Background: an optimization exercise with open tools, aiming at small area. Do not read the settings as production practice.
Only simulation tests tie the RTL to the original design; equivalence was not proved.
Power and IR drop assume default switching activity.

### design/flow/config.mk
export PLATFORM = sky130hd
export DESIGN_NAME = TRON_game
export DESIGN_NICKNAME = TRON_game
export VERILOG_FILES = /design/flow/design.v
export SDC_FILE = /design/flow/constraint.sdc
export NUM_CORES = 4
export LEC_CHECK = 0
export CAP_MARGIN = 20
export CORE_MARGIN = 2
export CORE_UTILIZATION = 70
export CTS_BUF_LIST = sky130_fd_sc_hd__clkbuf_8
export CTS_CLUSTER_DIAMETER = 60
export CTS_CLUSTER_SIZE = 20
export PLACE_DENSITY = 0.85
export SLEW_MARGIN = 20
### design/flow/standard.sh
#!/bin/bash
# synth_recipe.tcl (not shown) runs the flow's synth.tcl, then flattens the netlist and writes it again
# the make line also repeats each setting of config.mk as NAME=value (left out here)
make -C /OpenROAD-flow-scripts/flow DESIGN_CONFIG=/design/flow/config.mk WORK_HOME=/design/flow/orfs CLKGATE_MAP_FILE= SYNTH_SCRIPT=/design/flow/synth_recipe.tcl "${@:-finish}"
### design/flow/design.v
module VGA_controller(CLK, RST, xpos, ypos, H_sync_out, V_sync_out, ADDR);
	function ge10(input [9:0] v, input [9:0] c);
		integer i;
		reg r;
		begin
			r = 1'b1;
			for (i = 0; i < 10; i = i + 1)
				r = c[i] ? (v[i] & r) : (v[i] | r);
			ge10 = r;
		end
	endfunction
	input CLK, RST;
	output reg [9:0] xpos;
	output reg [9:0] ypos;
	output H_sync_out, V_sync_out;
	output [17:0] ADDR;
	reg [14:0] hi;
	assign ADDR = {hi, ~xpos[2], xpos[1:0]};
	wire x_end = xpos[9] & xpos[8] & (&xpos[4:0]);    
	wire y_end = ypos[9] & (&ypos[3:0]);              
	wire lo_wrap = ~xpos[2] & xpos[1] & xpos[0];      
	wire [14:0] k = {{9{x_end}}, 1'b0, x_end, 2'b00, x_end, x_end | lo_wrap};
	wire [14:0] hi_sum;
	wire [15:0] cy;
	assign cy[0] = 1'b0;
	genvar i;
	generate for (i = 0; i < 15; i = i + 1) begin : add
		assign hi_sum[i] = hi[i] ^ k[i] ^ cy[i];
		assign cy[i+1] = (hi[i] & k[i]) | (cy[i] & (hi[i] ^ k[i]));
	end endgenerate
	always @(posedge CLK)
		if (RST | (x_end & y_end)) begin
			xpos <= 0;
			ypos <= 0;
			hi <= 15'd31655;                           
		end else begin
			hi <= hi_sum;
			if (x_end) begin
				xpos <= 0;
				ypos <= ypos + 1'b1;
			end else
				xpos <= xpos + 1'b1;
		end
	assign H_sync_out = ~(ge10(xpos, 10'd660) & ~ge10(xpos, 10'd755));
	assign V_sync_out = ~(ypos[9:1] == 9'd247);       
endmodule
module VBUFF_controller(xpos, ypos, P1_xpos, P1_ypos, P2_xpos, P2_ypos, VRAM_in, LOSS_flag, COLOR_OUT);
	function ge10(input [9:0] v, input [9:0] c);
		integer i;
		reg r;
		begin
			r = 1'b1;
			for (i = 0; i < 10; i = i + 1)
				r = c[i] ? (v[i] & r) : (v[i] | r);
			ge10 = r;
		end
	endfunction
	input [9:0] xpos, ypos;
	input [9:0] P1_xpos, P2_xpos;
	input [8:0] P1_ypos, P2_ypos;
	input VRAM_in;
	output LOSS_flag;
	output [7:0] COLOR_OUT;
	wire data_on = ~ge10(xpos, 10'd640) & ~ge10(ypos, 10'd480);
	wire outline = ~ge10(xpos, 10'd100) | ge10(xpos, 10'd540) | ~ge10(ypos, 10'd20) | ge10(ypos, 10'd460);
	wire wall1 = ~ge10(P1_xpos, 10'd101) | ge10(P1_xpos, 10'd540) | ~ge10(P1_ypos, 10'd21) | ge10(P1_ypos, 10'd460);
	wire wall2 = ~ge10(P2_xpos, 10'd101) | ge10(P2_xpos, 10'd540) | ~ge10(P2_ypos, 10'd21) | ge10(P2_ypos, 10'd460);
	wire x_p1 = (xpos == P1_xpos);
	wire x_p2 = (xpos == P2_xpos);
	wire trail1 = x_p1 & (xpos == {1'b0, P1_ypos}) & VRAM_in;
	wire trail2 = x_p2 & (xpos == {1'b0, P2_ypos}) & VRAM_in;
	wire meet = (P1_xpos == P2_xpos) & (P1_ypos == P2_ypos);
	wire p1_lost = wall1 | trail1;
	assign LOSS_flag = p1_lost | wall2 | trail2 | meet;
	wire p1_here = x_p1 & (ypos == {1'b0, P1_ypos});
	wire p2_here = x_p2 & (ypos == {1'b0, P2_ypos});
	wire t1, t2;
	LOSS_TEXT ltext(.xpos(xpos), .ypos(ypos), .t_p1_lost(t1), .t_p2_lost(t2));
	wire text = p1_lost ? t1 : t2;
	wire field = ~LOSS_flag & ~outline;
	wire red   = LOSS_flag ? text : (field & ~p1_here & p2_here);
	wire green = field & p1_here;
	wire blue1 = field & ~p1_here & ~p2_here & VRAM_in;
	wire blue0 = ~LOSS_flag & outline;
	assign COLOR_OUT = {red, red, red, green, green, green, blue1, blue0} & {8{data_on}};
endmodule
module LOSS_TEXT(xpos, ypos, t_p1_lost, t_p2_lost);
	function ge10(input [9:0] v, input [9:0] c);
		integer i;
		reg r;
		begin
			r = 1'b1;
			for (i = 0; i < 10; i = i + 1)
				r = c[i] ? (v[i] & r) : (v[i] | r);
			ge10 = r;
		end
	endfunction
	input [9:0] xpos, ypos;
	output t_p1_lost, t_p2_lost;
	wire xa = ge10(xpos, 10'd223) & ~ge10(xpos, 10'd261);
	wire xb = ge10(xpos, 10'd261) & ~ge10(xpos, 10'd298);
	wire xc = ge10(xpos, 10'd298) & ~ge10(xpos, 10'd335);
	wire xd = ge10(xpos, 10'd372) & ~ge10(xpos, 10'd489);
	wire y0 = ge10(ypos, 10'd28) & ~ge10(ypos, 10'd66);
	wire y1 = ge10(ypos, 10'd66) & ~ge10(ypos, 10'd103);
	wire y2 = ge10(ypos, 10'd103) & ~ge10(ypos, 10'd140);
	wire y3 = ge10(ypos, 10'd140) & ~ge10(ypos, 10'd214);
	wire p_common = (y0 & (xa | xb | xc | xd)) | (y1 & (xa | xc)) | (y2 & (xa | xb | xc)) | (y3 & xa);
	wire p2_extra = y3 & xd;                        
	wire p1_extra = (y1 | y2 | y3) & xd;            
	wire w0 = ge10(ypos, 10'd286) & ~ge10(ypos, 10'd324);
	wire w1 = ge10(ypos, 10'd324) & ~ge10(ypos, 10'd361);
	wire w2 = ge10(ypos, 10'd361) & ~ge10(ypos, 10'd398);
	wire w3 = ge10(ypos, 10'd398) & ~ge10(ypos, 10'd435);
	wire w4 = ge10(ypos, 10'd435) & ~ge10(ypos, 10'd472);
	wire c1 = ge10(xpos, 10'd52) & ~ge10(xpos, 10'd89);
	wire c2 = ge10(xpos, 10'd89) & ~ge10(xpos, 10'd126);
	wire c3 = ge10(xpos, 10'd126) & ~ge10(xpos, 10'd163);
	wire c4 = ge10(xpos, 10'd163) & ~ge10(xpos, 10'd200);
	wire c5 = ge10(xpos, 10'd200) & ~ge10(xpos, 10'd237);
	wire c6 = ge10(xpos, 10'd274) & ~ge10(xpos, 10'd311);
	wire c7 = ge10(xpos, 10'd348) & ~ge10(xpos, 10'd385);
	wire c8 = ge10(xpos, 10'd385) & ~ge10(xpos, 10'd422);
	wire c9 = ge10(xpos, 10'd422) & ~ge10(xpos, 10'd459);
	wire c10 = ge10(xpos, 10'd496) & ~ge10(xpos, 10'd533);
	wire c11 = ge10(xpos, 10'd533) & ~ge10(xpos, 10'd570);
	wire c12 = ge10(xpos, 10'd570) & ~ge10(xpos, 10'd607);
	wire wcol = c1 | c3 | c5 | c6 | c7 | c9;
	wire wins = (w0 & (wcol | c8 | c10 | c11 | c12)) |
	            (w1 & (wcol | c10)) |
	            (w2 & (wcol | c10 | c11 | c12)) |
	            (w3 & (wcol | c2 | c4 | c12)) |
	            (w4 & (wcol | c2 | c4 | c10 | c11 | c12));
	assign t_p1_lost = p_common | p2_extra | wins;
	assign t_p2_lost = p_common | p1_extra | wins;
endmodule
module PLAYERS(CLK, RST, LOSS_flag, P1_left, P1_right, P2_left, P2_right,
	P1_xpos, P1_ypos, P2_xpos, P2_ypos, WEB, ADDR_B);
	input CLK, RST, LOSS_flag;
	input P1_left, P1_right, P2_left, P2_right;
	output [9:0] P1_xpos, P2_xpos;
	output [8:0] P1_ypos, P2_ypos;               
	output WEB;
	output [17:0] ADDR_B;
	reg [1:0] phase;
	reg [13:0] sub;
	wire sub_end = (sub == 14'b01011110001010);   
	wire sub_zero = (sub == 14'd0);
	wire [13:0] sub_next = {sub[12:0], ~(sub[13] ^ sub[12] ^ sub[11] ^ sub[1])};
	wire tick = ~LOSS_flag;
	wire move = tick & sub_end & (&phase);
	always @(posedge CLK)
		if (RST) begin
			phase <= 0;
			sub <= 0;
		end else if (tick) begin
			if (sub_end) begin
				sub <= 0;
				phase <= phase + 1'b1;
			end else
				sub <= sub_next;
		end
	assign WEB = phase[1] | (~phase[0] & ~sub_zero);
	wire d1l, d1r, d2l, d2r;
	DEBOUNCE P1L(CLK, RST, P1_left, d1l);
	DEBOUNCE P1R(CLK, RST, P1_right, d1r);
	DEBOUNCE P2L(CLK, RST, P2_left, d2l);
	DEBOUNCE P2R(CLK, RST, P2_right, d2r);
	reg [1:0] P1_dir, P2_dir;
	wire [1:0] P1_dir_r = RST ? 2'd1 : P1_dir;
	wire [1:0] P2_dir_r = RST ? 2'd3 : P2_dir;
	always @(posedge CLK) begin
		P1_dir <= d1l ? P1_dir_r - 1'b1 : d1r ? P1_dir_r + 1'b1 : P1_dir_r;
		P2_dir <= d2l ? P2_dir_r - 1'b1 : d2r ? P2_dir_r + 1'b1 : P2_dir_r;
	end
	reg [9:0] P1_xold, P2_xold;
	reg [8:0] P1_yold, P2_yold;
	reg [1:0] P1_last, P2_last;
	reg fresh;                                   
	STEP #(10) s1x(P1_xold, P1_last[0], P1_last[1], P1_xpos);
	STEP #(9)  s1y(P1_yold, ~P1_last[0], ~P1_last[1], P1_ypos);
	STEP #(10) s2x(P2_xold, P2_last[0], P2_last[1], P2_xpos);
	STEP #(9)  s2y(P2_yold, ~P2_last[0], ~P2_last[1], P2_ypos);
	always @(posedge CLK)
		if (RST) begin
			P1_xold <= 299;
			P1_yold <= 240;
			P1_last <= 2'd1;
			P2_xold <= 341;
			P2_yold <= 240;
			P2_last <= 2'd3;
			fresh <= 1;
		end else if (move) begin
			P1_xold <= P1_xpos;
			P1_yold <= P1_ypos;
			P1_last <= P1_dir;
			P2_xold <= P2_xpos;
			P2_yold <= P2_ypos;
			P2_last <= P2_dir;
			fresh <= 0;
		end
	wire s1 = ~fresh & ~phase[1];
	wire s2 = ~fresh & phase[1];
	wire [9:0] xs = (P1_xold & {10{s1}}) | (P2_xold & {10{s2}});
	wire [8:0] ys = (P1_yold & {9{s1}}) | (P2_yold & {9{s2}});
	ADDR440 ab(xs, ys, ADDR_B);
endmodule
module STEP(in, en, dn, out);
	parameter W = 10;
	input [W-1:0] in;
	input en, dn;
	output [W-1:0] out;
	wire [W-1:0] b = {{(W-1){en & dn}}, en};
	wire [W:0] cy;
	assign cy[0] = 1'b0;
	genvar i;
	generate for (i = 0; i < W; i = i + 1) begin : add
		assign out[i] = in[i] ^ b[i] ^ cy[i];
		assign cy[i+1] = (in[i] & b[i]) | (cy[i] & (in[i] ^ b[i]));
	end endgenerate
endmodule
module ADDR440(x, y, a);
	input [9:0] x;
	input [8:0] y;
	output [17:0] a;
	function [17:0] radd(input [17:0] p, input [17:0] q);
		integer i;
		reg c;
		reg [17:0] s;
		begin
			c = 1'b0;
			for (i = 0; i < 18; i = i + 1) begin
				s[i] = p[i] ^ q[i] ^ c;
				c = (p[i] & q[i]) | (c & (p[i] ^ q[i]));
			end
			radd = s;
		end
	endfunction
	wire [8:0] ny = ~y;
	wire [17:0] n9 = radd({9'd0, ny}, {6'd0, ny, 3'd0});           
	wire [17:0] u = radd({y, 9'd0}, {n9[14:0], 3'd0});             
	wire [17:0] t = radd({8'd0, x}, -18'd45692);
	assign a = radd(u, t);
endmodule
module DEBOUNCE(clk, rst, button, button_down);
	input clk, rst, button;
	output button_down;
	localparam [16:0] INV = 17'b10101010101010101;
	reg sync_0, sync_1, state;
	reg [16:0] r;
	wire [16:0] cnt = r ^ INV;
	always @(posedge clk) begin
		sync_0 <= rst | ~button;
		sync_1 <= rst | sync_0;
	end
	wire idle = (state == sync_1);
	wire ovf = (cnt == 17'b11111111100000001);
	always @(posedge clk)
		if (rst) begin
			r <= INV;
			state <= 1'b1;
		end else if (idle | ovf) begin
			r <= INV;
			if (~idle) state <= ~state;
		end else
			r <= {cnt[15:0], ~(cnt[16] ^ cnt[13])} ^ INV;
	assign button_down = ~state & ~idle & ovf;
endmodule
module TRON_game(CLK, P1_left, P1_right, P2_left, P2_right, H_sync_out, V_sync_out, COLOR_OUT, RST,
	VRAM_ADDR_A, VRAM_WE_A, VRAM_DOUT_A, VRAM_ADDR_B, VRAM_WE_B);
	input CLK, RST;
	input P1_left, P1_right, P2_left, P2_right;
	output H_sync_out, V_sync_out;
	output [7:0] COLOR_OUT;
	output [17:0] VRAM_ADDR_A;
	output VRAM_WE_A;
	input VRAM_DOUT_A;
	output [17:0] VRAM_ADDR_B;
	output VRAM_WE_B;
	wire [9:0] xpos, ypos;
	wire [9:0] P1_xpos, P2_xpos;
	wire [8:0] P1_ypos, P2_ypos;
	wire LOSS_flag;
	wire douta = VRAM_DOUT_A & ~RST;
	assign VRAM_WE_A = RST;
	VGA_controller display(.CLK(CLK), .RST(RST), .xpos(xpos), .ypos(ypos),
		.H_sync_out(H_sync_out), .V_sync_out(V_sync_out), .ADDR(VRAM_ADDR_A));
	VBUFF_controller vmem(.xpos(xpos), .ypos(ypos), .P1_xpos(P1_xpos), .P1_ypos(P1_ypos),
		.P2_xpos(P2_xpos), .P2_ypos(P2_ypos), .VRAM_in(douta), .LOSS_flag(LOSS_flag), .COLOR_OUT(COLOR_OUT));
	PLAYERS controls(.CLK(CLK), .RST(RST), .LOSS_flag(LOSS_flag),
		.P1_left(P1_left), .P1_right(P1_right), .P2_left(P2_left), .P2_right(P2_right),
		.P1_xpos(P1_xpos), .P1_ypos(P1_ypos), .P2_xpos(P2_xpos), .P2_ypos(P2_ypos),
		.WEB(VRAM_WE_B), .ADDR_B(VRAM_ADDR_B));
endmodule
### design/flow/constraint.sdc
create_clock -name core_clock -period 40.0 [get_ports {CLK}]
set_input_delay 8.0000 -clock core_clock [delete_from_list [all_inputs] [get_ports {CLK}]]
set_output_delay 8.0000 -clock core_clock [all_outputs]
set_load 0.01 [all_outputs]
### design/flow/flow/run.sh
#!/bin/bash
set -euo pipefail
export BUFFER_PORTS_ARGS="-buffer_cell sky130_fd_sc_hd__buf_1"
export CTS_ARGS="-sink_clustering_enable -repair_clock_nets -dont_use_dummy_load -buf_list sky130_fd_sc_hd__clkbuf_16 -sink_clustering_size 30 -sink_clustering_max_diameter 80"
bash standard.sh > standard_flow.log 2>&1
==> out/qor.yml, run 1 <==
clock_sinks: 178
synth.top_cell.area_share_pct: 32.4
synth-xor-area-share_pct: 9.00
gr-max-usage-layer: "met2"
min_path_type: "reg -> reg"
htreeDepth: 4
slew_viol_final: 0
maxSlewHeadroom_pct: 26.0
drt-pass1-iter-count: 6
post-place-ws_ns: 21.47
grt_pass1_wl_um: 41600
fin_skew_ns: 0.0250
tightest_slew_ns: 1.11
io_buffers: 54
use_met2_pct: 50.4
place_congestion: 0.921
total_power_mw: 0.325
synth-seq-area-share_pct: 32.4
layout_setup_ws_ns: 21.39
hold_viol_final: 0
root_buffer: "clkbuf_16"
fin_util_pct: 75.6
synth_top_family_by_area: "simple AND/OR/NAND/NOR gates"
dp_hpwl_um: 17900
io_pins: 55
cts_tree: "yes"
synth_cells: 1252
via_per_inst: 6.11
drtIter0Drc: 1133
fp.dieW_um: 129
grt_use_met1_pct: 42.3
p_per_area_mw_per_mm2: 28.1
cts_setup_buffers: 0
synth_compound_area_share_pct: 9.61
netlist_top_cells_count: "dfxtp_1, nor2_1, inv_1, nand2_1, clkbuf_1"
end_kind: "output port"
cts-resized-gates: 0
vias: 8854
use_met3_pct: 5.24
rsz0062_at_grt: "false"
drive_gt1_share_pct: 4.69
ys_seq_elements: 178
ant_nets: 0
reg2reg_slack_ns: 32.21
std_cell_rows: 45
final.setup.tns_ns: 0
synth_nets: 1361
syn_area_per_cell_um2: 8.78
max_freq_ghz: 0.0537
ctsHoldBuffers: 0
synth_flop_cell: "dfxtp_1"
crit_fanout: 28
routedWlPerCell_um: 17.4
drc: 0
clk_pin_slew_ns: 0.06
clk_latency_ns: 0.44
post-route-min-period_ns: 18.61
cts_max_path_buffers: 2
antenna_found_initial: 0
gr-total-overflow: 0
synthesis.area_mm2: 0.0110
worstSetupStartpointType: "primary input"
leakagePower_nw: 4.17
place_area_mm2: 0.0111
coreArea_mm2: 0.0153
synthSimpleGateAreaFrac_pct: 22.3
dieHeight_um: 129
die_area_mm2: 0.0167
wl_um: 25300
synth.most_common_cell: "dfxtp_1"
synth_largest_area_cell: "dfxtp_1"
fin_area_mm2: 0.0115
setup.worst_path.class: "in -> out"
grt_pass1_vias: 8375
synthArstFlopShare_pct: 0
final.period_utilization_pct: 46.5
grt_max_degree: 109
n_antenna_cell: 0
syn_to_final_growth_pct: 4.95
synth_fa_ha_area_share_pct: 15.7
initial_core_util_pct: 72.0
maxCapViolations: 0
synth_cell_type_count: 73
cts_buffers: 17
critical_path_required_ns: 32.00
synth_area_leaders: "dfxtp_1, fa_1, ha_1"
ir_drop_uv: 39.9
critical_path_arrival_ns: 10.61
synth_mux_area_share_pct: 3.67
synth-edff-count: 0
finalSetupViolCount: 0
nets: 1348
status: "finished clean"
grt_util_all_layers_pct: 31.3
synth_warnings: 6
cells in the final DEF (no fill, tap or decap), types with 47 or more instances in the layout:
cell and n:
nor2_1 136, nand4_1 47, xnor2_1 59, nand2_1 75, xor2_1 47, dfxtp_1 178, fa_1 60, inv_1 97
buf_1 53, a21oi_1 47
per-layer routing:
metal	vias to the layer above	share of wire (%)
li1	4179	-
met1	4185	43
met2	414	47
met3	76	7.3
met4	0	3.1
met5	-	0
sequential cells by signal, indices dropped and copies added, names as in the netlist, 9 cells and up:
name / flops
controls.P2R.r: 17
controls.P2_xold: 10
controls.sub: 14
display.xpos: 10
controls.P2_yold: 9
controls.P1R.r: 17
controls.P1L.r: 17
display.ypos: 10
controls.P2L.r: 17
controls.P1_xold: 10
display.hi: 15
controls.P1_yold: 9
metrics by stage:
step | cells | hold slack (ns)
after global placement | 1431 | 0.357
after global routing | 1448 | 0.387
after floorplan | 1252 | 0.352
after CTS | 1448 | 0.377
after detailed placement | 1431 | 0.361
final | 1448 | 0.377
worst max-delay path: stages:
cell	delay [ns]
clkbuf_4	0.18
nor2b_1	0.23
nor2b_1	0.24
nand4_1	0.18
nor4_4	0.34
or2_1	0.71
nor3_1	0.21
a31oi_1	0.31
buf_1	0.19
cells by family (layout without fill, tap and decap cells):
group | Yosys count | after routing
xor gates and xnor gates | 109 | 109
AOI/OAI and AO/OA | 160 | 160
and+or+nand+nor | 468 | 468
muxes | 40 | 40
DFF | 178 | 178
buffers and inverters | 195 | 180
adders and majority gates | 102 | 102
area by class of cell:
cell class | count | area, um2
Inverter | 99 | 372
Tap cell | 211 | 264
Fill cell | 1095 | 3720
Clock buffer | 17 | 425
Multi-Input combinational cell | 879 | 6630
Sequential cell | 178 | 3560
Timing Repair Buffer | 64 | 282
report_power, final:
group	internal [mW]	switching (mW)
Combinational	0.00342	0.00628
Clock	0.0738	0.0611
Sequential	0.179	0.00140
Total	0.256	0.0688
worst paths after layout:
check                                    startpoint                   to  cells past startpoint
worst max-delay path                            RST         COLOR_OUT[6]                      9
worst max register to register  controls.P1_last[0]  controls.P1_yold[4]                     19
worst min-delay path              controls.P1L.r[1]    controls.P1L.r[2]                      1
worst min register to register    controls.P1L.r[1]    controls.P1L.r[2]                      1
==> run 2, diff against run 1 <==
==> design/flow/flow/run.sh (replaced) <==
#!/bin/bash
set -euo pipefail
export BUFFER_PORTS_ARGS="-buffer_cell sky130_fd_sc_hd__buf_1"
export CTS_ARGS="-sink_clustering_enable -repair_clock_nets -dont_use_dummy_load -buf_list sky130_fd_sc_hd__clkbuf_8 -sink_clustering_size 30 -sink_clustering_max_diameter 80"
bash standard.sh > standard_flow.log 2>&1
==> out/qor.yml, run 2 <==
place_congestion: 0.921  # unchanged
initial_core_util_pct: 72.0  # unchanged
io_pins: 55  # unchanged
ctsHoldBuffers: 0  # unchanged
p_per_area_mw_per_mm2: 24.9  # -11%
crit_fanout: 28  # unchanged
cts_tree: "yes"
synthesis.area_mm2: 0.0110  # unchanged
routedWlPerCell_um: 17.2  # -1.7%
ir_drop_uv: 32.0  # -20%
cts-resized-gates: 0  # unchanged
finalSetupViolCount: 0  # unchanged
vias: 8852  # -0.023%
synth-seq-area-share_pct: 32.4  # unchanged
ant_nets: 0  # unchanged
tightest_slew_ns: 1.10  # -0.00896 ns
synth-edff-count: 0  # unchanged
final_cell_mix: "dfxtp_1, nor2_1, inv_1"
wl_met2_um: 11700  # -0.40%
fin_area_mm2: 0.0113  # -1.7%
cts_max_path_buffers: 2  # unchanged
synth.top_cell.area_share_pct: 32.4  # unchanged
wl_um: 24800  # -1.7%
critical_path_required_ns: 32.00  # about the same
wl_met1_um: 10500  # -3.0%
clk_latency_ns: 0.47  # +0.03 ns
min_path_type: "reg -> reg"
coreArea_mm2: 0.0153  # unchanged
cts_buffers: 17  # unchanged
drtIter0Drc: 1115  # -1.6%
p_sw_share_pct: 22.5  # +1.3 points
clkPwrFrac_pct: 33.1  # -8.5 points
post-route-min-period_ns: 18.58  # -0.0355 ns
synth_cell_type_count: 73  # unchanged
final.period_utilization_pct: 46.4  # -0.089 points
grt_pass1_vias: 8337  # -0.45%
synth_largest_area_cell: "dfxtp_1"
via_per_inst: 6.11  # about the same
dieHeight_um: 129  # unchanged
fin_skew_ns: 0.0259  # +0.000979 ns
max_freq_ghz: 0.0538  # +0.19%
maxUsedRoutingLayer: "met4"
status: "finished clean"
synth.most_common_cell: "dfxtp_1"
p_comb_share_pct: 3.4  # +0.4 points
seqPwrFrac_pct: 63.5  # +8.1 points
internal_power_mw: 0.219  # -14%
n_antenna_cell: 0  # unchanged
fin_util_pct: 74.4  # -1.3 points
drive_gt1_share_pct: 4.69  # unchanged
crit_chain: "clkbuf_4, nor2b_1, nor2b_1, nand4_1, nor4_4, or2_1, nor3_1, a31oi_1, buf_1"
gr-total-overflow: 0  # unchanged
final_common_cell: "dfxtp_1"
grt_pass1_wl_um: 41000  # -1.4%
power.switching_mw: 0.0636  # -7.6%
fp.dieW_um: 129  # unchanged
clock_sinks: 178  # unchanged
path_common_cell: "nor2b_1"
drt-pass1-iter-count: 6  # unchanged
synth_area_leaders: "dfxtp_1, fa_1, ha_1"
rsz0062_at_grt: "false"
slew_viol_final: 0  # unchanged
maxCapViolations: 0  # unchanged
htreeDepth: 4  # unchanged
io_buffers: 54  # unchanged
synth_flop_cell: "dfxtp_1"
cp_slowest_cell: "or2_1"
ys_seq_elements: 178  # unchanged
drc: 0  # unchanged
netlist_top_cells_count: "dfxtp_1, nor2_1, inv_1, nand2_1, clkbuf_1"
dp_hpwl_um: 17900  # unchanged
synth_warnings: 6  # unchanged
grt_util_all_layers_pct: 31.0  # -0.33 points
nets: 1348  # unchanged
worstSetupStartpointType: "primary input"
final.setup.tns_ns: 0  # unchanged
maxSlewHeadroom_pct: 26.6  # +0.60 points
grt_max_degree: 109  # unchanged
die_area_mm2: 0.0167  # unchanged
end_kind: "output port"
cpPeakStageDelay_ns: 0.74  # +0.03 ns
leakagePower_nw: 4.08  # -2.1%
fillers: 1137  # +3.8%
setup.worst_path.class: "in -> out"
dr_wl_met3_um: 1930  # +4.6%
antenna_found_initial: 0  # unchanged
synth_nets: 1361  # unchanged
synth_cells: 1252  # unchanged
hold_viol_final: 0  # unchanged
synthArstFlopShare_pct: 0  # unchanged
syn_area_per_cell_um2: 8.78  # unchanged
clk_pin_slew_ns: 0.08  # +0.02 ns
cts_setup_buffers: 0  # unchanged
syn_to_final_growth_pct: 3.21
place_area_mm2: 0.0111  # unchanged
std_cell_rows: 45  # unchanged
critical_path_arrival_ns: 10.58  # -0.03 ns
root_buffer: "clkbuf_8"
-- run 2: changes by cell type in the layout (fill, tap and decap cells not counted) --
cell	before	now
clkbuf_8	0	17
clkbuf_16	17	0
-- run 2: stage by stage --
step                      hold slack (ns)  worst slack, ns  instances  power (mW)
after CTS                           0.376            21.46       1448       0.284
after detailed placement            0.361            21.47       1431       0.193
after floorplan                     0.352            22.16       1252       0.191
after global placement              0.357            21.57       1431       0.193
after global routing                0.387            21.33       1448       0.293
final                               0.379            21.42       1448       0.283
-- run 2: worst paths after layout --
| check | slack (ns) | endpoint | depth (start not counted) | startpoint |
|---|---|---|---|---|
| worst max-delay path | 21.42 | COLOR_OUT[6] | 9 | RST |
| worst min register to register | 0.38 | controls.P2R.r[2] | 1 | controls.P2R.r[1] |
| worst max register to register | 32.28 | controls.P1_yold[4] | 19 | controls.P2_last[0] |
| worst min-delay path | 0.38 | controls.P2R.r[2] | 1 | controls.P2R.r[1] |
-- run 2: metal layers --
layer / global-route usage (%) / up-vias
met3: 6.11 / 69
li1: - / 4181
met5: 0 / -
met1: 41.9 / 4176
met2: 49.8 / 426
met4: 11.0 / 0
-- run 2: power by group through the flow --
stage	combinational (mW)	sequential, mW	clock (mW)
final	0.00966	0.180	0.0935
after floorplan	0.00796	0.183	0
after CTS	0.00963	0.180	0.0945
after global routing	0.0108	0.180	0.102
after detailed placement	0.00955	0.184	0
after global placement	0.00934	0.184	0
-- run 2: cells by family after synthesis --
logic type / count (synthesis) / synth area share (%)
AOI/OAI and AO/OA: 160 / 9.61
xor gates and xnor gates: 109 / 9.00
adders and majority gates: 102 / 15.7
buffers and inverters: 195 / 7.32
DFF: 178 / 32.4
muxes: 40 / 3.67
and+or+nand+nor: 468 / 22.3
-- run 2: layout make-up --
class	instances	area (um2)	share of cell area, %
inverters	99	372	3.28
clock buffers	17	234	2.06
well taps	211	264	2.33
multi-input cells	879	6630	58.4
repair buffers	64	282	2.48
flip-flops and latches	178	3560	31.4
-- run 2: worst max-delay path: cells and delay by family --
family                 cells  cell delay (ns)
and+or+nand+nor            6             1.88
AOI/OAI and AO/OA          1             0.30
buffers and inverters      2             0.37
==> run 3, diff against run 2 <==
==> design/flow/run.sh (new file) <==
#!/bin/bash
# synth_recipe.tcl (not shown) runs the flow's synth.tcl, then flattens the netlist and writes it again
# the make line also repeats each setting of config.mk as NAME=value (left out here)
make -C /OpenROAD-flow-scripts/flow DESIGN_CONFIG=/design/flow/config.mk WORK_HOME=/design/flow/orfs CLKGATE_MAP_FILE= SYNTH_SCRIPT=/design/flow/synth_recipe.tcl finish
--- a/design/flow/config.mk
+++ b/design/flow/config.mk
@@ -9,3 +9,3 @@
 export CORE_MARGIN = 2
-export CORE_UTILIZATION = 70
+export CORE_UTILIZATION = 55
 export CTS_BUF_LIST = sky130_fd_sc_hd__clkbuf_8
@@ -13,3 +13,3 @@
 export CTS_CLUSTER_SIZE = 20
-export PLACE_DENSITY = 0.85
+export PLACE_DENSITY = 0.7
 export SLEW_MARGIN = 20
removed: design/flow/flow/run.sh
removed: design/flow/standard.sh
==> out/qor.yml, run 3 <==
antenna_found_initial: 0  # unchanged
critical_path_arrival_ns: 10.88  # +0.30 ns
grt_util_all_layers_pct: 23.6  # -7.4 points
synth.most_common_cell: "dfxtp_1"
tightest_slew_ns: 0.961  # -0.140 ns
synth_largest_area_cell: "dfxtp_1"
synthArstFlopShare_pct: 0  # unchanged
synth_area_leaders: "dfxtp_1, fa_1, ha_1"
ys_seq_elements: 178  # unchanged
crit_start: "VRAM_DOUT_A"
max_freq_ghz: 0.0530  # -1.6%
setup.worst_path.class: "in -> out"
clk_latency_ns: 0.47  # about the same
synth-seq-area-share_pct: 32.4  # unchanged
cts_max_path_buffers: 2  # unchanged
syn_area_per_cell_um2: 8.78  # unchanged
nets: 1349  # +0.074%
p_per_area_mw_per_mm2: 26.8  # +7.5%
cts_buffers: 17  # unchanged
fin_skew_ns: 0.0190  # -0.00695 ns
synthSimpleGateAreaFrac_pct: 22.3  # unchanged
final.setup.tns_ns: 0  # unchanged
finalSetupViolCount: 0  # unchanged
routedWlPerCell_um: 16.3  # -4.8%
place_congestion: 0.892  # -3.2%
cts_tree: "yes"
hold_viol_final: 0  # unchanged
critical_path_required_ns: 32.00  # about the same
n_antenna_cell: 0  # unchanged
die_area_mm2: 0.0211  # +26%
drc: 0  # unchanged
ctsHoldBuffers: 0  # unchanged
synth_mux_area_share_pct: 3.67  # unchanged
synth.top_cell.area_share_pct: 32.4  # unchanged
final.period_utilization_pct: 47.2  # +0.76 points
gr-total-overflow: 0  # unchanged
vias: 8546  # -3.5%
io_buffers: 54  # unchanged
slew_viol_final: 0  # unchanged
io_pins: 55  # unchanged
r2r-end: "display.hi[14]"
synth_flop_cell: "dfxtp_1"
ir_drop_uv: 25.4  # -21%
cp-endpoint: "COLOR_OUT[6]"
std_cell_rows: 51  # +13%
synth_warnings: 6  # unchanged
crit_fanout: 28  # unchanged
grt_pass1_vias: 7993  # -4.1%
syn_to_final_growth_pct: 8.69
fp.dieW_um: 145  # +12%
reg2reg_slack_ns: 32.38  # +0.10 ns
multi_input_area_mm2: 0.00663  # unchanged
dp_hpwl_um: 17800  # -0.66%
synth_fa_ha_area_share_pct: 15.7  # unchanged
worst_r2r_path_depth: 22  # +3
drive_gt1_share_pct: 5.91  # +1.2 points
initial_core_util_pct: 56.3  # -16 points
drtIter0Drc: 909  # -18%
coreArea_mm2: 0.0195  # +28%
fillers: 1736  # +53%
post-route-min-period_ns: 18.88  # +0.305 ns
final_cell_mix: "dfxtp_1, nor2_1, inv_1"
end_kind: "output port"
netlist_top_cells_count: "dfxtp_1, nor2_1, inv_1, nand2_1, clkbuf_1"
status: "finished clean"
place_area_mm2: 0.0115  # +3.7%
drt-pass1-iter-count: 5  # -1
root_buffer: "clkbuf_8"
min_path_type: "reg -> reg"
worstSetupStartpointType: "primary input"
dieHeight_um: 145  # +12%
maxSlewHeadroom_pct: 35.5  # +8.8 points
r2r_start: "display.xpos[1]"
cts_setup_buffers: 0  # unchanged
synthesis.area_mm2: 0.0110  # unchanged
grt_max_degree: 70  # -36%
final_common_cell: "dfxtp_1"
cts-resized-gates: 0  # unchanged
area.sequential_mm2: 0.00356  # unchanged
rsz0062_at_grt: "false"
clock_sinks: 178  # unchanged
grt_pass1_wl_um: 41000  # about the same
clk_pin_slew_ns: 0.10  # +0.02 ns
fin_area_mm2: 0.0119  # +5.3%
wl_um: 24800  # -0.21%
synth_top_family_by_area: "simple AND/OR/NAND/NOR gates"
maxCapViolations: 0  # unchanged
htreeDepth: 4  # unchanged
synth_compound_area_share_pct: 9.61  # unchanged
synth-edff-count: 0  # unchanged
leakagePower_nw: 4.33  # +6.0%
ant_nets: 0  # unchanged
synth_nets: 1361  # unchanged
via_per_inst: 5.63  # -7.9%
synth_cell_type_count: 73  # unchanged
synth-xor-area-share_pct: 9.00  # unchanged
fin_util_pct: 61.2  # -13 points
synth_cells: 1252  # unchanged
[run 3: cell counts after synthesis]
Identical to the previous run, type by type.
[run 3: logic make-up after synthesis]
| group | after synthesis |
|---|---|
| and+or+nand+nor | 468 |
| buffers and inverters | 195 |
| DFF | 178 |
| AOI/OAI and AO/OA | 160 |
| xor gates and xnor gates | 109 |
| adders and majority gates | 102 |
| muxes | 40 |
[run 3: worst max-delay path, stage by stage]
cell	delay, ns
clkdlybuf4s50_1	0.45
nor2b_1	0.15
nor2b_1	0.24
nand2_1	0.06
or4_1	0.51
nand3_2	0.47
nor3_1	0.12
a31oi_1	0.29
clkdlybuf4s50_1	0.60
[run 3: cell type report]
| type | instances | area share (%) |
|---|---|---|
| clock buffers | 17 | 1.96 |
| clock inverters | 15 | 1.63 |
| inverters | 99 | 3.11 |
| multi-input cells | 879 | 55.5 |
| flip-flops and latches | 178 | 29.8 |
| well taps | 265 | 2.78 |
| repair buffers | 65 | 5.19 |
[run 3: power by group]
group / total (mW) / internal (mW) / switching, mW
Combinational: 0.0105 / 0.00452 / 0.00596
Sequential: 0.180 / 0.178 / 0.00172
Clock: 0.130 / 0.0498 / 0.0800
[run 3: through the flow]
stage / instances / worst slack [ns] / hold WS (ns) / power, mW
after floorplan: 1252 / 22.16 / 0.352 / 0.191
after global placement: 1486 / 21.16 / 0.357 / 0.194
after detailed placement: 1486 / 21.10 / 0.362 / 0.195
after CTS: 1518 / 21.10 / 0.385 / 0.323
after global routing: 1518 / 20.93 / 0.398 / 0.331
final: 1518 / 21.12 / 0.384 / 0.320
[run 3: how the worst min path moves through the flow]
stage / startpoint / to / cells after the start
after floorplan: controls.P2L.r[7] / controls.P2L.r[8] / 1
after global placement: controls.P2L.r[7] / controls.P2L.r[8] / 1
after CTS: controls.P1R.r[1] / controls.P1R.r[2] / 1
after global routing: controls.P1L.r[7] / controls.P1L.r[8] / 1
final: controls.P1R.r[3] / controls.P1R.r[4] / 1
after detailed placement: controls.P1R.r[3] / controls.P1R.r[4] / 1
[run 3: metal layers]
layer	routed length, um	track usage [%]
met5	0	0
met2	11300	37.5
met4	303	5.05
met3	1420	4.33
met1	11700	33.8
==> run 4, diff against run 3 <==
==> design/flow/flow/run.sh (new file) <==
#!/bin/bash
set -euo pipefail
export BUFFER_PORTS_ARGS="-buffer_cell sky130_fd_sc_hd__buf_1"
export CTS_ARGS="-sink_clustering_enable -repair_clock_nets -dont_use_dummy_load -buf_list sky130_fd_sc_hd__clkbuf_8 -sink_clustering_size 20 -sink_clustering_max_diameter 60"
bash standard.sh > standard_flow.log 2>&1
==> design/flow/standard.sh (new file) <==
#!/bin/bash
# synth_recipe.tcl (not shown) runs the flow's synth.tcl, then flattens the netlist and writes it again
# the make line also repeats each setting of config.mk as NAME=value (left out here)
make -C /OpenROAD-flow-scripts/flow DESIGN_CONFIG=/design/flow/config.mk WORK_HOME=/design/flow/orfs CLKGATE_MAP_FILE= SYNTH_SCRIPT=/design/flow/synth_recipe.tcl "${@:-finish}"
removed: design/flow/run.sh
==> out/qor.yml, run 4 <==
seqPwrFrac_pct: 63.6  # +7.4 points
drc: 0  # unchanged
ys_seq_elements: 178  # unchanged
cts_buffers: 17  # unchanged
cts_tree: "yes"
synth-seq-area-share_pct: 32.4  # unchanged
clock_sinks: 178  # unchanged
layout_setup_ws_ns: 21.35  # +0.238 ns
final_cell_mix: "dfxtp_1, nor2_1, inv_1"
io_buffers: 54  # unchanged
synth_cell_type_count: 73  # unchanged
synth.top_cell.area_share_pct: 32.4  # unchanged
clk_pin_slew_ns: 0.09  # about the same
synth_area_leaders: "dfxtp_1, fa_1, ha_1"
synth_flop_cell: "dfxtp_1"
place_area_mm2: 0.0112  # -2.9%
ctsHoldBuffers: 0  # unchanged
via_per_inst: 5.68  # +0.96%
cts-resized-gates: 0  # unchanged
syn_area_per_cell_um2: 8.78  # unchanged
drive_gt1_share_pct: 4.68  # -1.2 points
die_area_mm2: 0.0211  # unchanged
final_common_cell: "dfxtp_1"
synth_cells: 1252  # unchanged
cts_max_path_buffers: 2  # unchanged
synth_compound_area_share_pct: 9.61  # unchanged
p_comb_share_pct: 3.3  # about the same
synth_nets: 1361  # unchanged
grt_pass1_wl_um: 40900  # -0.35%
synth_fa_ha_area_share_pct: 15.7  # unchanged
synth-edff-count: 0  # unchanged
synth_warnings: 6  # unchanged
critical_path_arrival_ns: 10.65  # -0.23 ns
synthesis.area_mm2: 0.0110  # unchanged
finalSetupViolCount: 0  # unchanged
cts_setup_buffers: 0  # unchanged
cp_top_family: "simple AND/OR/NAND/NOR gates"
routedWlPerCell_um: 16.4  # +0.58%
hold_viol_final: 0  # unchanged
synth_largest_area_cell: "dfxtp_1"
dieHeight_um: 145  # unchanged
root_buffer: "clkbuf_8"
ant_nets: 0  # unchanged
crit_chain: "clkbuf_4, nor2b_1, nor2b_1, nand4_1, nor4_4, or2_1, nor3_1, a31oi_1, buf_1"
n_antenna_cell: 0  # unchanged
critical_path_required_ns: 32.00  # about the same
synth_top_family_by_area: "simple AND/OR/NAND/NOR gates"
nets: 1349  # unchanged
netlist_top_cells_count: "dfxtp_1, nor2_1, inv_1, nand2_1, clkbuf_1"
syn_to_final_growth_pct: 3.86
setup.worst_path.class: "in -> out"
cp_slowest_cell: "or2_1"
multi_input_area_mm2: 0.00663  # about the same
clkPwrFrac_pct: 33.1  # -7.4 points
final-instance-count-excl-fill: 1503  # -0.99%
leakagePower_nw: 4.09  # -5.5%
maxCapViolations: 0  # unchanged
vias: 8543  # -0.035%
status: "finished clean"
fillers: 1803  # +3.9%
end_kind: "output port"
post-place-ws_ns: 21.33  # +0.227 ns
fp.dieW_um: 145  # unchanged
internal_power_mw: 0.219  # -5.7%
maxSlewHeadroom_pct: 30.9  # -4.6 points
clk_latency_ns: 0.45  # -0.02 ns
worstSetupStartpointType: "primary input"
power.switching_mw: 0.0637  # -27%
initial_core_util_pct: 56.3  # unchanged
p_per_area_mw_per_mm2: 24.8  # -7.5%
synth.most_common_cell: "dfxtp_1"
dp_hpwl_um: 17700  # -0.57%
path_buf_inv: 2  # unchanged
grt_util_all_layers_pct: 23.6  # about the same
rsz0062_at_grt: "false"
drtIter0Drc: 722  # -21%
antenna_found_initial: 0  # unchanged
max_freq_ghz: 0.0536  # +1.3%
gr-total-overflow: 0  # unchanged
drt-pass1-iter-count: 5  # unchanged
area.sequential_mm2: 0.00356  # unchanged
p_sw_share_pct: 22.5  # -4.8 points
fin_area_mm2: 0.0114  # -4.4%
dp_cells: 1486  # unchanged
synth_mux_area_share_pct: 3.67  # unchanged
synth-xor-area-share_pct: 9.00  # unchanged
min_path_type: "reg -> reg"
fin_skew_ns: 0.0362  # +0.0172 ns
total_power_mw: 0.283  # -12%
synthArstFlopShare_pct: 0  # unchanged
htreeDepth: 4  # unchanged
crit_fanout: 33  # +18%
place_congestion: 0.900  # +0.90%
post-route-min-period_ns: 18.65  # -0.238 ns
wl_um: 24700  # -0.42%
std_cell_rows: 51  # unchanged
tightest_slew_ns: 1.04  # +0.0764 ns
grt_max_degree: 90  # +29%
final.period_utilization_pct: 46.6  # -0.60 points
io_pins: 55  # unchanged
ir_drop_uv: 35.8  # +41%
cpPeakStageDelay_ns: 0.76  # +0.16 ns
coreArea_mm2: 0.0195  # unchanged
synthSimpleGateAreaFrac_pct: 22.3  # unchanged
grt_pass1_vias: 8041  # +0.60%
slew_viol_final: 0  # unchanged
path_common_cell: "nor2b_1"
final.setup.tns_ns: 0  # unchanged
## run 4: stage by stage
stage / util [%] / hold slack [ns]
floorplan: - / 0.352
CTS: 58.5 / 0.372
finish: 58.5 / 0.366
global route: 58.5 / 0.391
global placement: 57.3 / 0.356
detailed placement: 57.3 / 0.361
## run 4: path summary, 6_finish.rpt
| check | slack, ns | depth (start not counted) | endpoint | start |
|---|---|---|---|---|
| worst max-delay path | 21.35 | 9 | COLOR_OUT[6] | RST |
| worst max register to register | 32.56 | 22 | display.hi[14] | display.xpos[1] |
| worst min-delay path | 0.37 | 1 | controls.P2R.r[6] | controls.P2R.r[5] |
| worst min register to register | 0.37 | 1 | controls.P2R.r[6] | controls.P2R.r[5] |
## run 4: area by class of cell
class / instances / share of cell area (%)
Clock buffer: 17 / 2.05
Sequential cell: 178 / 31.2
Tap cell: 265 / 2.90
Multi-Input combinational cell: 879 / 58.0
Timing Repair Buffer: 65 / 2.53
Inverter: 99 / 3.26
## run 4: logic make-up after synthesis
| group | Yosys count |
|---|---|
| buffers and inverters | 195 |
| adders and majority gates | 102 |
| muxes | 40 |
| AOI/OAI and AO/OA | 160 |
| and+or+nand+nor | 468 |
| DFF | 178 |
| xor gates and xnor gates | 109 |
## run 4: layer usage
metal | vias to the layer above | global-route usage, % | wire length (um)
met5 | - | 0 | 0
met4 | 0 | 6.81 | 485
met3 | 30 | 4.08 | 1390
met2 | 267 | 36.7 | 11300
met1 | 4064 | 33.9 | 11500
li1 | 4182 | - | -
## run 4: power groups by stage
| stage | Combinational (mW) | Sequential [mW] | Clock [mW] |
|---|---|---|---|
| final | 0.00924 | 0.180 | 0.0937 |
| after global routing | 0.0105 | 0.180 | 0.104 |
| after floorplan | 0.00796 | 0.183 | 0 |
| after CTS | 0.00926 | 0.180 | 0.0968 |
| after global placement | 0.00914 | 0.184 | 0 |
| after detailed placement | 0.00920 | 0.184 | 0 |
==> run 5, diff against run 4 <==
--- a/design/flow/config.mk
+++ b/design/flow/config.mk
@@ -9,3 +9,3 @@
 export CORE_MARGIN = 2
-export CORE_UTILIZATION = 55
+export CORE_UTILIZATION = 70
 export CTS_BUF_LIST = sky130_fd_sc_hd__clkbuf_8
@@ -13,3 +13,3 @@
 export CTS_CLUSTER_SIZE = 20
-export PLACE_DENSITY = 0.7
+export PLACE_DENSITY = 0.85
 export SLEW_MARGIN = 20
==> out/qor.yml, run 5 <==
wl_um: 24800  # +0.62%
vias: 8852  # +3.6%
synth.top_cell.area_share_pct: 32.4  # unchanged
crit_start: "RST"
n_antenna_cell: 0  # unchanged
worst_r2r_path_depth: 19  # -14%
cts_buffers: 17  # unchanged
post-place-ws_ns: 21.47  # +0.145 ns
end_kind: "output port"
cp-endpoint: "COLOR_OUT[6]"
fin_skew_ns: 0.0259  # -0.0103 ns
layout_setup_ws_ns: 21.42  # +0.0674 ns
critical_path_required_ns: 32.00  # about the same
synth_area_leaders: "dfxtp_1, fa_1, ha_1"
tightest_slew_ns: 1.10  # +0.0632 ns
rsz0062_at_grt: "false"
drc: 0  # unchanged
synth_cells: 1252  # unchanged
netlist_top_cells_count: "dfxtp_1, nor2_1, inv_1, nand2_1, clkbuf_1"
r2r_start: "controls.P2_last[0]"
synth_warnings: 6  # unchanged
grt_max_degree: 109  # +21%
min-delay-start: "controls.P2R.r[1]"
path_common_cell: "nor2b_1"
final.period_utilization_pct: 46.4  # -0.17 points
clk_latency_ns: 0.47  # +0.02 ns
p_per_area_mw_per_mm2: 24.9  # +0.57%
cts_setup_buffers: 0  # unchanged
coreArea_mm2: 0.0153  # -22%
antenna_found_initial: 0  # unchanged
cts_tree: "yes"
synth-seq-area-share_pct: 32.4  # unchanged
crit_fanout: 28  # -15%
post-route-min-period_ns: 18.58  # -0.0674 ns
crit_chain: "clkbuf_4, nor2b_1, nor2b_1, nand4_1, nor4_4, or2_1, nor3_1, a31oi_1, buf_1"
grt_pass1_wl_um: 41000  # +0.32%
finalSetupViolCount: 0  # unchanged
synthesis.area_mm2: 0.0110  # unchanged
die_area_mm2: 0.0167  # -21%
htreeDepth: 4  # unchanged
ant_nets: 0  # unchanged
final.setup.tns_ns: 0  # unchanged
root_buffer: "clkbuf_8"
synth_flop_cell: "dfxtp_1"
status: "finished clean"
syn_area_per_cell_um2: 8.78  # unchanged
critical_path_arrival_ns: 10.58  # -0.07 ns
synth_nets: 1361  # unchanged
synth.most_common_cell: "dfxtp_1"
drt-pass1-iter-count: 6  # +1
worstSetupStartpointType: "primary input"
synth_largest_area_cell: "dfxtp_1"
synthArstFlopShare_pct: 0  # unchanged
min_path_type: "reg -> reg"
maxSlewHeadroom_pct: 26.6  # -4.2 points
cpPeakStageDelay_ns: 0.74  # -0.02 ns
synth_cell_type_count: 73  # unchanged
io_buffers: 54  # unchanged
reg2reg_slack_ns: 32.28  # -0.28 ns
place_congestion: 0.921  # +2.4%
drive_gt1_share_pct: 4.69  # about the same
grt_util_all_layers_pct: 31.0  # +7.4 points
hold_viol_final: 0  # unchanged
initial_core_util_pct: 72.0  # +16 points
syn_to_final_growth_pct: 3.21
clock_sinks: 178  # unchanged
routedWlPerCell_um: 17.2  # +4.4%
leakagePower_nw: 4.08  # -0.13%
synth-edff-count: 0  # unchanged
dieHeight_um: 129  # -11%
ir_drop_uv: 32.0  # -11%
cts_max_path_buffers: 2  # unchanged
gr-total-overflow: 0  # unchanged
fp.dieW_um: 129  # -11%
final_common_cell: "dfxtp_1"
maxCapViolations: 0  # unchanged
r2r-end: "controls.P1_yold[4]"
std_cell_rows: 45  # -12%
drtIter0Drc: 1115  # +54%
cts-resized-gates: 0  # unchanged
cp_slowest_cell: "or2_1"
ys_seq_elements: 178  # unchanged
via_per_inst: 6.11  # +7.6%
final_cell_mix: "dfxtp_1, nor2_1, inv_1"
max_freq_ghz: 0.0538  # +0.36%
ctsHoldBuffers: 0  # unchanged
clk_pin_slew_ns: 0.08  # about the same
setup.worst_path.class: "in -> out"
dp_hpwl_um: 17900  # +1.2%
nets: 1348  # -0.074%
grt_pass1_vias: 8337  # +3.7%
slew_viol_final: 0  # unchanged
io_pins: 55  # unchanged
## run 5: worst max-delay path, delay by kind of cell
family                 cells  cell delay [ns]
buffers and inverters      2             0.37
AND/OR/NAND/NOR            6             1.88
AO/OA/AOI/OAI              1             0.30
## run 5: cells by family after synthesis
logic type,after synthesis,share of synthesized area (%)
multiplexers,40,3.67
AO/OA/AOI/OAI,160,9.61
XOR/XNOR,109,9.00
adder cells (fa/ha/maj),102,15.7
flip-flops,178,32.4
buffers and inverters,195,7.32
AND/OR/NAND/NOR,468,22.3
## run 5: metal layers
layer / share of wire (%) / wire [um] / GRT usage (%)
met4: 2.6 / 643 / 11.0
met2: 47 / 11700 / 49.8
met5: 0 / 0 / 0
met3: 7.7 / 1930 / 6.11
met1: 42 / 10500 / 41.9
## run 5: cell type report
class                      instances  area, um2
sequential                       178       3560
inverter                          99        372
multi-input combinational        879       6630
tap                              211        264
clock buffer                      17        234
timing repair buffer              64        282
fill                            1137       3910
## run 5: metrics by stage
step | instance area (um2) | utilization [%] | cells | hold WS [ns] | power (mW)
floorplan | 11000 | - | 1252 | 0.352 | 0.191
global placement | 11100 | 72.8 | 1431 | 0.357 | 0.193
detailed placement | 11100 | 72.8 | 1431 | 0.361 | 0.193
CTS | 11300 | 74.3 | 1448 | 0.376 | 0.284
global route | 11300 | 74.4 | 1448 | 0.387 | 0.293
finish | 11300 | 74.4 | 1448 | 0.379 | 0.283
## run 5: report_power, final
group / switching, mW / total (mW) / leakage, nW / internal [mW]
Combinational: 0.00624 / 0.00966 / 2.52 / 0.00341
Clock: 0.0560 / 0.0935 / 0.122 / 0.0376
Sequential: 0.00140 / 0.180 / 1.44 / 0.178
Total: 0.0636 / 0.283 / 4.08 / 0.219
## run 5: worst min path at each step
stage                    endpoint  cells after the start
2_1_floorplan   controls.P2L.r[8]                      1
3_3_place_gp   controls.P1R.r[12]                      1
3_5_place_dp    controls.P1L.r[2]                      1
4_1_cts         controls.P1R.r[2]                      1
5_1_grt         controls.P2R.r[2]                      1
6_report        controls.P2R.r[2]                      1
==> run 6, diff against run 5 <==
--- a/design/flow/design.v
+++ b/design/flow/design.v
@@ -30,2 +30,7 @@
 	end endgenerate
+	wire [9:0] y_tog;
+	assign y_tog[0] = x_end;
+	generate for (i = 1; i < 10; i = i + 1) begin : ytog
+		assign y_tog[i] = y_tog[i-1] & ypos[i-1];
+	end endgenerate
 	always @(posedge CLK)
@@ -37,6 +42,6 @@
 			hi <= hi_sum;
-			if (x_end) begin
+			ypos <= ypos ^ y_tog;
+			if (x_end)
 				xpos <= 0;
-				ypos <= ypos + 1'b1;
-			end else
+			else
 				xpos <= xpos + 1'b1;
@@ -63,6 +68,12 @@
 	output [7:0] COLOR_OUT;
-	wire data_on = ~ge10(xpos, 10'd640) & ~ge10(ypos, 10'd480);
+	wire data_on = ~(xpos[9] & (xpos[8] | xpos[7])) & ~(ypos[9] | (&ypos[8:5]));
 	wire outline = ~ge10(xpos, 10'd100) | ge10(xpos, 10'd540) | ~ge10(ypos, 10'd20) | ge10(ypos, 10'd460);
-	wire wall1 = ~ge10(P1_xpos, 10'd101) | ge10(P1_xpos, 10'd540) | ~ge10(P1_ypos, 10'd21) | ge10(P1_ypos, 10'd460);
-	wire wall2 = ~ge10(P2_xpos, 10'd101) | ge10(P2_xpos, 10'd540) | ~ge10(P2_ypos, 10'd21) | ge10(P2_ypos, 10'd460);
+	function wall(input [9:0] x, input [8:0] y);
+		wall = (~x[0] & ~x[1] & ~x[3] & ~x[4] & x[5] & ~x[7] & ~x[8]) |    
+		       (x[2] & x[3] & x[4] & x[9]) |                              
+		       (~y[0] & ~y[1] & ~y[3] & ~y[5] & ~y[6] & ~y[7] & ~y[8]) |   
+		       (y[2] & y[3] & y[6] & y[7] & y[8]);                         
+	endfunction
+	wire wall1 = wall(P1_xpos, P1_ypos);
+	wire wall2 = wall(P2_xpos, P2_ypos);
 	wire x_p1 = (xpos == P1_xpos);
==> out/qor.yml, run 6 <==
routedWlPerCell_um: 16.3  # -4.8%
synth_largest_area_cell: "dfxtp_1"
htreeDepth: 4  # unchanged
io_buffers: 54  # unchanged
fp.dieW_um: 128  # -1.1%
synth_warnings: 6  # unchanged
grt_pass1_vias: 7785  # -6.6%
synthArstFlopShare_pct: 0  # unchanged
synth_cell_type_count: 73  # unchanged
ir_drop_uv: 23.6  # -26%
clk_latency_ns: 0.46  # about the same
worstSetupStartpointType: "primary input"
fin_skew_ns: 0.0270  # +0.00101 ns
final-instance-count-excl-fill: 1364  # -5.8%
antenna_found_initial: 0  # unchanged
syn_to_final_growth_pct: 3.09
post-route-min-period_ns: 18.42  # -0.155 ns
r2r_start: "display.xpos[3]"
end_kind: "output port"
ys_seq_elements: 178  # unchanged
via_per_inst: 5.94  # -2.8%
power.switching_mw: 0.0632  # -0.63%
grt_max_degree: 72  # -34%
slew_viol_final: 0  # unchanged
final.setup.tns_ns: 0  # unchanged
final.period_utilization_pct: 46.1  # -0.39 points
rsz0062_at_grt: "false"
final_common_cell: "dfxtp_1"
netlist_top_cells_count: "dfxtp_1, nor2_1, inv_1, nand2_1, fa_1"
synth_flop_cell: "dfxtp_1"
die_area_mm2: 0.0164  # -2.2%
critical_path_arrival_ns: 10.42  # -0.16 ns
internal_power_mw: 0.220  # +0.14%
grt_util_all_layers_pct: 28.5  # -2.4 points
dp_cells: 1346  # -5.9%
critical_path_required_ns: 32.00  # about the same
min-delay-start: "controls.P1L.r[7]"
cts-resized-gates: 0  # unchanged
drive_gt1_share_pct: 4.51  # -0.18 points
io_pins: 55  # unchanged
synth-edff-count: 0  # unchanged
max_freq_ghz: 0.0543  # +0.84%
cts_tree: "yes"
dieHeight_um: 128  # -1.1%
drtIter0Drc: 687  # -38%
p_per_area_mw_per_mm2: 25.5  # +2.4%
drc: 0  # unchanged
dp_hpwl_um: 16300  # -9.1%
coreArea_mm2: 0.0151  # -1.1%
crit_fanout: 41  # +46%
p_comb_share_pct: 3.3  # about the same
gr-total-overflow: 0  # unchanged
hold_viol_final: 0  # unchanged
maxCapViolations: 0  # unchanged
cts_setup_buffers: 0  # unchanged
cts_buffers: 17  # unchanged
synth.top_cell.area_share_pct: 33.2  # +0.74 points
synth_area_leaders: "dfxtp_1, fa_1, ha_1"
synth-seq-area-share_pct: 33.2  # +0.74 points
synthesis.area_mm2: 0.0107  # -2.2%
final_cell_mix: "dfxtp_1, nor2_1, inv_1"
p_sw_share_pct: 22.3  # -0.13 points
syn_area_per_cell_um2: 9.10  # +3.6%
leakagePower_nw: 4.48  # +9.8%
clk_pin_slew_ns: 0.08  # about the same
crit_start: "RST"
setup.worst_path.class: "in -> out"
seqPwrFrac_pct: 63.7  # +0.2 points
synth_nets: 1295  # -4.8%
nets: 1292  # -4.2%
grt_pass1_wl_um: 37700  # -8.1%
synth.most_common_cell: "dfxtp_1"
root_buffer: "clkbuf_8"
synth_cells: 1181  # -5.7%
min_path_type: "reg -> reg"
drt-pass1-iter-count: 5  # -1
status: "finished clean"
finalSetupViolCount: 0  # unchanged
cts_max_path_buffers: 2  # unchanged
initial_core_util_pct: 71.2  # -0.82 points
std_cell_rows: 45  # unchanged
clkPwrFrac_pct: 33.0  # about the same
maxSlewHeadroom_pct: 35.2  # +8.5 points
place_congestion: 0.955  # +3.6%
hold_slack_ns: 0.379  # -0.000272 ns
ctsHoldBuffers: 0  # unchanged
vias: 8102  # -8.5%
n_antenna_cell: 0  # unchanged
tightest_slew_ns: 0.965  # -0.135 ns
wl_um: 22300  # -10%
ant_nets: 0  # unchanged
clock_sinks: 178  # unchanged
total_power_mw: 0.283  # about the same
-- run 6: worst paths after layout --
kind / to / slack (ns) / cells after the start
setup / recovery: COLOR_OUT[7] / 21.58 / 10
hold / removal: controls.P1L.r[8] / 0.38 / 1
setup reg to reg: display.hi[14] / 32.73 / 21
hold reg to reg: controls.P1L.r[8] / 0.38 / 1
-- run 6: kinds of logic (layout without fill, tap and decap cells) --
kind of cell             count (synthesis)  count (layout)  synth area share [%]
flip-flops                             178             178                  33.2
adder cells (fa/ha/maj)                107             107                  16.6
buffers and inverters                  177             172                  7.07
AO/OA/AOI/OAI                          125             125                  7.85
multiplexers                            58              58                  5.43
AND/OR/NAND/NOR                        429             429                  20.7
XOR/XNOR                               107             107                  9.10
-- run 6: routing by layer --
layer  vias to the layer above  GRT usage, %  wire [um]
met4                         0          10.5        502
met1                      3899          38.0       9820
met5                         -             0          0
met3                        40          4.80       1280
li1                       3916             -          -
met2                       247          47.2      10700
-- run 6: stage by stage --
stage	setup WS [ns]	area [um2]	utilization [%]
2_1_floorplan	21.92	10700	-
3_3_place_gp	21.34	10800	71.8
3_5_place_dp	21.26	10800	71.8
4_1_cts	21.26	11100	73.3
5_1_grt	21.39	11100	73.4
6_report	21.58	11100	73.4
-- run 6: worst max-delay path, stage by stage --
cell	delay (ns)
clkbuf_4	0.29
or3b_4	0.45
nor4_2	0.26
nand4_1	0.13
or4_4	0.44
nand2_2	0.14
nor3_4	0.12
a21o_1	0.18
a31oi_1	0.22
buf_1	0.18
-- run 6: layout make-up --
class / count / area, um2
fillers: 1113 / 4010
repair buffers: 60 / 259
inverters: 95 / 357
flip-flops and latches: 178 / 3560
multi-input cells: 826 / 6430
clock buffers: 17 / 234
well taps: 188 / 235
-- run 6: power groups by stage --
stage          combinational [mW]  clock, mW  sequential (mW)
4_1_cts                   0.00932     0.0950            0.180
2_1_floorplan             0.00786          0            0.183
3_5_place_dp              0.00927          0            0.184
3_3_place_gp              0.00890          0            0.184
5_1_grt                    0.0105      0.100            0.180
6_report                  0.00928     0.0934            0.180
==> run 7, diff against run 6 <==
--- a/design/flow/design.v
+++ b/design/flow/design.v
@@ -87,5 +87,4 @@
 	wire p2_here = x_p2 & (ypos == {1'b0, P2_ypos});
-	wire t1, t2;
-	LOSS_TEXT ltext(.xpos(xpos), .ypos(ypos), .t_p1_lost(t1), .t_p2_lost(t2));
-	wire text = p1_lost ? t1 : t2;
+	wire text;
+	LOSS_TEXT ltext(.xpos(xpos), .ypos(ypos), .p1_lost(p1_lost), .text(text));
 	wire field = ~LOSS_flag & ~outline;
@@ -97,3 +96,3 @@
 endmodule
-module LOSS_TEXT(xpos, ypos, t_p1_lost, t_p2_lost);
+module LOSS_TEXT(xpos, ypos, p1_lost, text);
 	function ge10(input [9:0] v, input [9:0] c);
@@ -109,3 +108,4 @@
 	input [9:0] xpos, ypos;
-	output t_p1_lost, t_p2_lost;
+	input p1_lost;
+	output text;
 	wire xa = ge10(xpos, 10'd223) & ~ge10(xpos, 10'd261);
@@ -144,4 +144,3 @@
 	            (w4 & (wcol | c2 | c4 | c10 | c11 | c12));
-	assign t_p1_lost = p_common | p2_extra | wins;
-	assign t_p2_lost = p_common | p1_extra | wins;
+	assign text = p_common | wins | (p1_lost ? p2_extra : p1_extra);
 endmodule
--- a/design/flow/config.mk
+++ b/design/flow/config.mk
@@ -7,3 +7,3 @@
 export LEC_CHECK = 0
-export CAP_MARGIN = 20
+export CAP_MARGIN = 0
 export CORE_MARGIN = 2
@@ -14,2 +14,2 @@
 export PLACE_DENSITY = 0.85
-export SLEW_MARGIN = 20
+export SLEW_MARGIN = 0
==> out/qor.yml, run 7 <==
place_congestion: 0.961  # +0.69%
final-instance-count-excl-fill: 1355  # -0.66%
maxSlewHeadroom_pct: 33.5  # -1.7 points
cts_buffers: 17  # unchanged
post-route-min-period_ns: 18.14  # -0.285 ns
cpPeakStageDelay_ns: 0.49  # +0.04 ns
synthesis.area_mm2: 0.0107  # -0.29%
leakagePower_nw: 4.08  # -8.9%
cts_setup_buffers: 0  # unchanged
synth.most_common_cell: "dfxtp_1"
worstSetupStartpointType: "primary input"
ant_nets: 0  # unchanged
fin_skew_ns: 0.0272  # +0.000276 ns
min-delay-start: "controls.P2L.r[5]"
maxCapViolations: 0  # unchanged
drive_gt1_share_pct: 4.71  # +0.21 points
end_kind: "output port"
fin_util_pct: 73.0  # -0.42 points
clk_latency_ns: 0.46  # about the same
synth-xor-area-share_pct: 8.70  # -0.41 points
synth_area_leaders: "dfxtp_1, fa_1, ha_1"
netlist_top_cells_count: "dfxtp_1, inv_1, nor2_1, nand2_1, clkbuf_1"
path_common_cell: "nand2_1"
synth_cells: 1183  # +0.17%
syn_to_final_growth_pct: 2.79
status: "finished clean"
finalSetupViolCount: 0  # unchanged
dp_hpwl_um: 16800  # +3.2%
dp_cells: 1338  # -0.59%
slew_viol_final: 0  # unchanged
drc: 0  # unchanged
hold_viol_final: 0  # unchanged
clk_pin_slew_ns: 0.10  # +0.02 ns
coreArea_mm2: 0.0151  # unchanged
syn_area_per_cell_um2: 9.06  # -0.46%
cp_slowest_cell: "nor4_1"
std_cell_rows: 45  # unchanged
synth_compound_area_share_pct: 10.9  # +3.0 points
p_per_area_mw_per_mm2: 25.5  # -0.11%
drtIter0Drc: 661  # -3.8%
final.setup.tns_ns: 0  # unchanged
cts_tree: "yes"
synth-seq-area-share_pct: 33.3  # +0.097 points
grt_pass1_vias: 7970  # +2.4%
synth_fa_ha_area_share_pct: 16.7  # +0.049 points
n_antenna_cell: 0  # unchanged
cts_max_path_buffers: 2  # unchanged
fin_area_mm2: 0.0110  # -0.58%
tightest_slew_ns: 0.996  # +0.0309 ns
ctsHoldBuffers: 0  # unchanged
multi_input_area_mm2: 0.00635  # -1.2%
synth_cell_type_count: 72  # -1.4%
min_path_type: "reg -> reg"
io_pins: 55  # unchanged
gr-total-overflow: 0  # unchanged
fillers: 1137  # +2.2%
grt_max_degree: 73  # +1.4%
crit_start: "RST"
fp.dieW_um: 128  # -0.14%
critical_path_arrival_ns: 10.14  # -0.28 ns
via_per_inst: 6.15  # +3.6%
synth_flop_cell: "dfxtp_1"
crit_chain: "buf_2, inv_1, and3_1, nand2_1, nor4_1, a21oi_2, buf_4, nand2_1, mux2i_1, buf_1"
synth.top_cell.area_share_pct: 33.3  # +0.097 points
synth_top_family_by_area: "simple AND/OR/NAND/NOR gates"
critical_path_required_ns: 32.00  # about the same
setup.worst_path.class: "in -> out"
final_common_cell: "dfxtp_1"
ir_drop_uv: 28.8  # +22%
grt_util_all_layers_pct: 29.4  # +0.86 points
reg2reg_slack_ns: 32.65  # -0.08 ns
ys_seq_elements: 178  # unchanged
drt-pass1-iter-count: 5  # unchanged
final.period_utilization_pct: 45.3  # -0.71 points
die_area_mm2: 0.0163  # -0.28%
synthSimpleGateAreaFrac_pct: 19.0  # -1.7 points
initial_core_util_pct: 71.0  # -0.21 points
antenna_found_initial: 0  # unchanged
final_cell_mix: "dfxtp_1, inv_1, nor2_1"
synth_mux_area_share_pct: 3.96  # -1.5 points
dieHeight_um: 128  # -0.14%
vias: 8339  # +2.9%
synth-edff-count: 0  # unchanged
synth_nets: 1297  # +0.15%
synth_warnings: 6  # unchanged
grt_pass1_wl_um: 38500  # +2.0%
crit_fanout: 38  # -7.3%
r2r_start: "controls.P2_last[0]"
wl_um: 23100  # +3.7%
area.sequential_mm2: 0.00356  # unchanged
nets: 1283  # -0.70%
clock_sinks: 178  # unchanged
place_area_mm2: 0.0108  # -0.45%
io_buffers: 54  # unchanged
root_buffer: "clkbuf_8"
synth_largest_area_cell: "dfxtp_1"
routedWlPerCell_um: 17.0  # +4.4%
htreeDepth: 4  # unchanged
synthArstFlopShare_pct: 0  # unchanged
cts-resized-gates: 0  # unchanged
rsz0062_at_grt: "false"
max_freq_ghz: 0.0551  # +1.6%
-- run 7: worst paths after layout --
path,end,cells past startpoint
setup / recovery,COLOR_OUT[5],10
hold / removal,controls.P2L.r[6],1
setup reg to reg,controls.P1_xold[9],19
hold reg to reg,controls.P2L.r[6],1
-- run 7: final cells by class --
cell class	instances	share of cell area [%]
flip-flops and latches	178	32.4
repair buffers	62	2.40
clock buffers	17	2.12
inverters	97	3.31
well taps	188	2.14
multi-input cells	813	57.7
-- run 7: power breakdown --
part | leakage, nW | total, mW | internal [mW] | switching [mW]
combinational | 2.52 | 0.00927 | 0.00322 | 0.00605
clock | 0.122 | 0.0915 | 0.0376 | 0.0539
sequential | 1.44 | 0.180 | 0.178 | 0.00182
-- run 7: cells by family (layout without fill, tap and decap cells) --
kind of cell,Yosys count,in the layout
muxes,42,42
and+or+nand+nor,399,399
DFF,178,178
xor gates and xnor gates,104,104
buffers and inverters,192,176
AOI/OAI and AO/OA,161,161
adders and majority gates,107,107
-- run 7: worst max-delay path: cells and delay by family --
| kind | cells | cell delay [ns] |
|---|---|---|
| simple gates | 4 | 0.96 |
| buf+inv | 4 | 0.72 |
| mux | 1 | 0.35 |
| compound gates | 1 | 0.10 |
-- run 7: per-layer routing --
| layer | vias to the layer above | part of all wire, % | GRT usage (%) |
|---|---|---|---|
| met5 | - | 0 | 0 |
| met3 | 49 | 7.4 | 4.84 |
| met2 | 385 | 47 | 47.9 |
| met4 | 0 | 2.2 | 11.2 |
| met1 | 3919 | 43 | 39.7 |
| li1 | 3986 | - | - |
-- run 7: per-stage QoR --
stage	worst slack, ns	hold WS [ns]	total power [mW]
after global placement	21.91	0.360	0.193
after floorplan	22.07	0.353	0.191
after detailed placement	21.88	0.364	0.193
after global routing	21.67	0.386	0.292
final	21.86	0.375	0.281
after CTS	21.88	0.380	0.283

re-timing with driven ports:
The results above use ideal ports. As a check the final layouts listed here were re-extracted and re-timed, cells and wires unchanged. Step 1 sets driving cells, clkbuf_16 on the clock port and buf_2 on the other inputs (assumed; they add their load-dependent delay and slew). Step 2 times the ports against the registers' clock, not the clock port: input delays grow and output delays shrink by t, the midpoint of the rising clock arrivals with the driver on. a / b / c = ideal / step 1 / step 2; a / b = the first two.
run | shift t [ns] | setup WS [ns] | worst setup path after step 2
run 1 | 0.467 | 21.385 / 21.365 / 21.365 | input to output
run 2 | 0.496 | 21.421 / 21.400 / 21.400 | input to output
run 3 | 0.496 | 21.116 / 21.087 / 21.087 | input to output
run 4 | 0.483 | 21.354 / 21.332 / 21.332 | input to output
run 5 | 0.496 | 21.421 / 21.400 / 21.400 | input to output
run 6 | 0.488 | 21.576 / 21.556 / 21.556 | input to output
run 7 | 0.482 | 21.861 / 21.843 / 21.843 | input to output
After both steps setup and hold are still met in every run listed. The setup slack of run 3, which loses most, moves by -0.029 ns with the drivers and by -0.029 ns with both steps.
